Background: an optimization exercise with open tools, aiming at small area. Do not read the settings as production practice. The RTL was checked by simulation tests, not by an equivalence proof against the original design. Power and IR drop assume default switching activity.

Setup of oak:
// ddr2_ctrl_top
module ddr2_ctrl_top (
  input         clk,
  input         rst,
  input  [2:0]  af_cmd,
  input  [30:0] af_addr,
  input         af_empty,
  input         phy_init_done,
  output        ctrl_ref_flag,
  output        ctrl_af_rden,
  output        ctrl_wren,
  output        ctrl_rden,
  output [12:0] ctrl_addr,
  output [1:0]  ctrl_ba,
  output        ctrl_ras_n,
  output        ctrl_cas_n,
  output        ctrl_we_n,
  output [0:0]  ctrl_cs_n
);
  ddr2_ctrl u_ctrl (
    .clk           (clk),
    .rst           (rst),
    .af_cmd        (af_cmd),
    .af_addr       (af_addr),
    .af_empty      (af_empty),
    .phy_init_done (phy_init_done),
    .ctrl_ref_flag (ctrl_ref_flag),
    .ctrl_af_rden  (ctrl_af_rden),
    .ctrl_wren     (ctrl_wren),
    .ctrl_rden     (ctrl_rden),
    .ctrl_addr     (ctrl_addr),
    .ctrl_ba       (ctrl_ba),
    .ctrl_ras_n    (ctrl_ras_n),
    .ctrl_cas_n    (ctrl_cas_n),
    .ctrl_we_n     (ctrl_we_n),
    .ctrl_cs_n     (ctrl_cs_n)
  );
endmodule
Size in the first run: ~440 cells after synthesis, ~61 I/O pins, about 5500 um^2 of cells after synthesis.
export LEC_CHECK = 0
export CAP_MARGIN = 0
export CORE_MARGIN = 2
export CORE_UTILIZATION = 70
export GPL_TIMING_DRIVEN = 0
export PLACE_DENSITY = 0.8
export SLEW_MARGIN = 0
create_clock -name core_clock -period 5.0 [get_ports {clk}]
standard.sh (not shown) runs the stock make flow with config.mk's settings and CLKGATE_MAP_FILE= SYNTH_SCRIPT=/design/flow/synth_recipe.tcl, a recipe that flattens the netlist after the stock synthesis.
==> flow/flow/run.sh <==
#!/bin/bash
# The standard ORFS layout (standard.sh) with these changes:
#  - after the standard synthesis, flow/restructure.tcl re-maps the
#    combinational logic for area (OpenROAD restructure -target area); the
#    registers are kept as the standard synthesis made them;
#  - ports are buffered with buf_1 (BUFFER_PORTS_ARGS);
#  - CTS uses clkbuf_8 and inserts no dummy loads (CTS_ARGS).
# Each tool's output goes to a log file of its own here.
set -euo pipefail
export BUFFER_PORTS_ARGS="-buffer_cell sky130_fd_sc_hd__buf_1"
export REMOVE_ABC_BUFFERS=1
export CTS_ARGS="-sink_clustering_enable -repair_clock_nets -dont_use_dummy_load -buf_list sky130_fd_sc_hd__clkbuf_8"
R=orfs/results/sky130hd/ddr2_ctrl_top/base
LIB=$FLOW_HOME/platforms/sky130hd/lib/sky130_fd_sc_hd__tt_025C_1v80.lib

bash standard.sh synth > standard_synth.log 2>&1
cp $R/1_synth.odb $R/1_synth_std.odb
mkdir -p restructure_work
RS_LIB=$LIB RS_IN=$R/1_synth_std.odb RS_SDC=$R/1_synth.sdc RS_OUT=$R/1_synth_rs.odb \
RS_WORK=$PWD/restructure_work \
  openroad -no_init -exit flow/restructure.tcl > restructure.log 2>&1
cp $R/1_synth_rs.odb $R/1_synth.odb
touch $R/1_synth.sdc

bash standard.sh > standard.log 2>&1
==> flow/flow/restructure.tcl <==
# Area recovery on the standard synthesis's netlist: OpenROAD's restructure
# re-maps the combinational logic between the registers with ABC for area.
# The registers (their cells and names) are not touched.
read_liberty $::env(RS_LIB)
read_db $::env(RS_IN)
read_sdc $::env(RS_SDC)
set_dont_use [get_lib_cells {sky130_fd_sc_hd__probe_p_8 sky130_fd_sc_hd__probec_p_8 sky130_fd_sc_hd__lpflow_*}]
report_design_area
restructure -target area -liberty_file $::env(RS_LIB) \
  -tielo_port sky130_fd_sc_hd__conb_1/LO -tiehi_port sky130_fd_sc_hd__conb_1/HI \
  -work_dir $::env(RS_WORK)
report_design_area
report_worst_slack
write_db $::env(RS_OUT)
Modified inputs, pine compared to oak
==> flow/flow/run.sh <==
#!/bin/bash
# Standard ORFS layout with two changes: ports are buffered with buf_1, and
# CTS inserts no dummy loads and uses small clock buffers. Each tool's output
# goes to a log file here.
set -euo pipefail
export BUFFER_PORTS_ARGS="-buffer_cell sky130_fd_sc_hd__buf_1"
export REMOVE_ABC_BUFFERS=1
export CTS_ARGS="-sink_clustering_enable -repair_clock_nets -dont_use_dummy_load -buf_list sky130_fd_sc_hd__clkbuf_8"
bash standard.sh > standard.log 2>&1
removed: flow/flow/restructure.tcl
Utilization in pine is 1.8 points below oak. Comparing pine and oak, number of buffer and inverter instances along the worst setup path is lower on pine. pine against oak: fraction of the cycle the final worst path needs decreased 20 points, final period demand of the worst path fell by 1010 ps, overall power consumption saw an increase, slack of the critical path shows an increase of 1010 ps, area of the mapped netlist now sits higher. Min die area across pine and oak: oak. [compare] base=oak new=pine: via count of the first global-routing pass shrank by 274; post-layout instance area grew by about 4.4%.
Relative to pine, the following input files were edited for birch:
--- a/flow/flow/run.sh
+++ b/flow/flow/run.sh
@@ -7,0 +8 @@
+export RECOVER_POWER=100
- Looking at total area of multi-input combinational cells, birch sits below pine.
- Comparing final instance area for pine and birch, the bigger number came from pine.
- Setup slack of the most critical reg-to-reg path (birch over pine): decrease, 320 ps
- Compared with pine, birch improves overall power.
- Final critical-path required period sits higher in birch than in pine.
- In birch the fraction of power consumed by combinational cells turned out 0.3 points lower than in pine.
- The lower final worst setup slack came out of birch.
- Of the two values seen for termination of the worst setup path, ctrl_addr[4] was produced by pine and u_ctrl.open_row[0][8]$_DFFE_PP_ by birch.
- The routed wire length of pine and that of birch are within noise of each other.

## what the ideal ports hide
No port has a modelled driver above. Below, the same layouts with a new extraction and two added sets of constraints.
Step 1 sets driving cells, clkbuf_16 on the clock port and buf_2 on the other inputs (assumed; they add their load-dependent delay and slew).
Step 2 adds t to the input delays and takes it off the output delays; t is the mean of the earliest and latest rising clock arrival at the registers after step 1. Input paths then give back, and output paths get back, about the clock's delay inside the block.
a / b / c = ideal ports / drivers / drivers and shift; a / b = the first two.
run	t, ns	setup WS [ns]	clock arrival spread, ns	worst slew at a driven data input, ns	cell pins on the clock port's net
oak	0.442	0.624 / 0.592 / 1.014	0.024 / 0.024	0.04	1
pine	0.446	1.630 / 1.600 / 1.874	0.034 / 0.034	0.04	1
birch	0.447	1.553 / 1.553 / 1.553	0.032 / 0.032	0.04	1
After both steps every run listed still meets setup and hold.
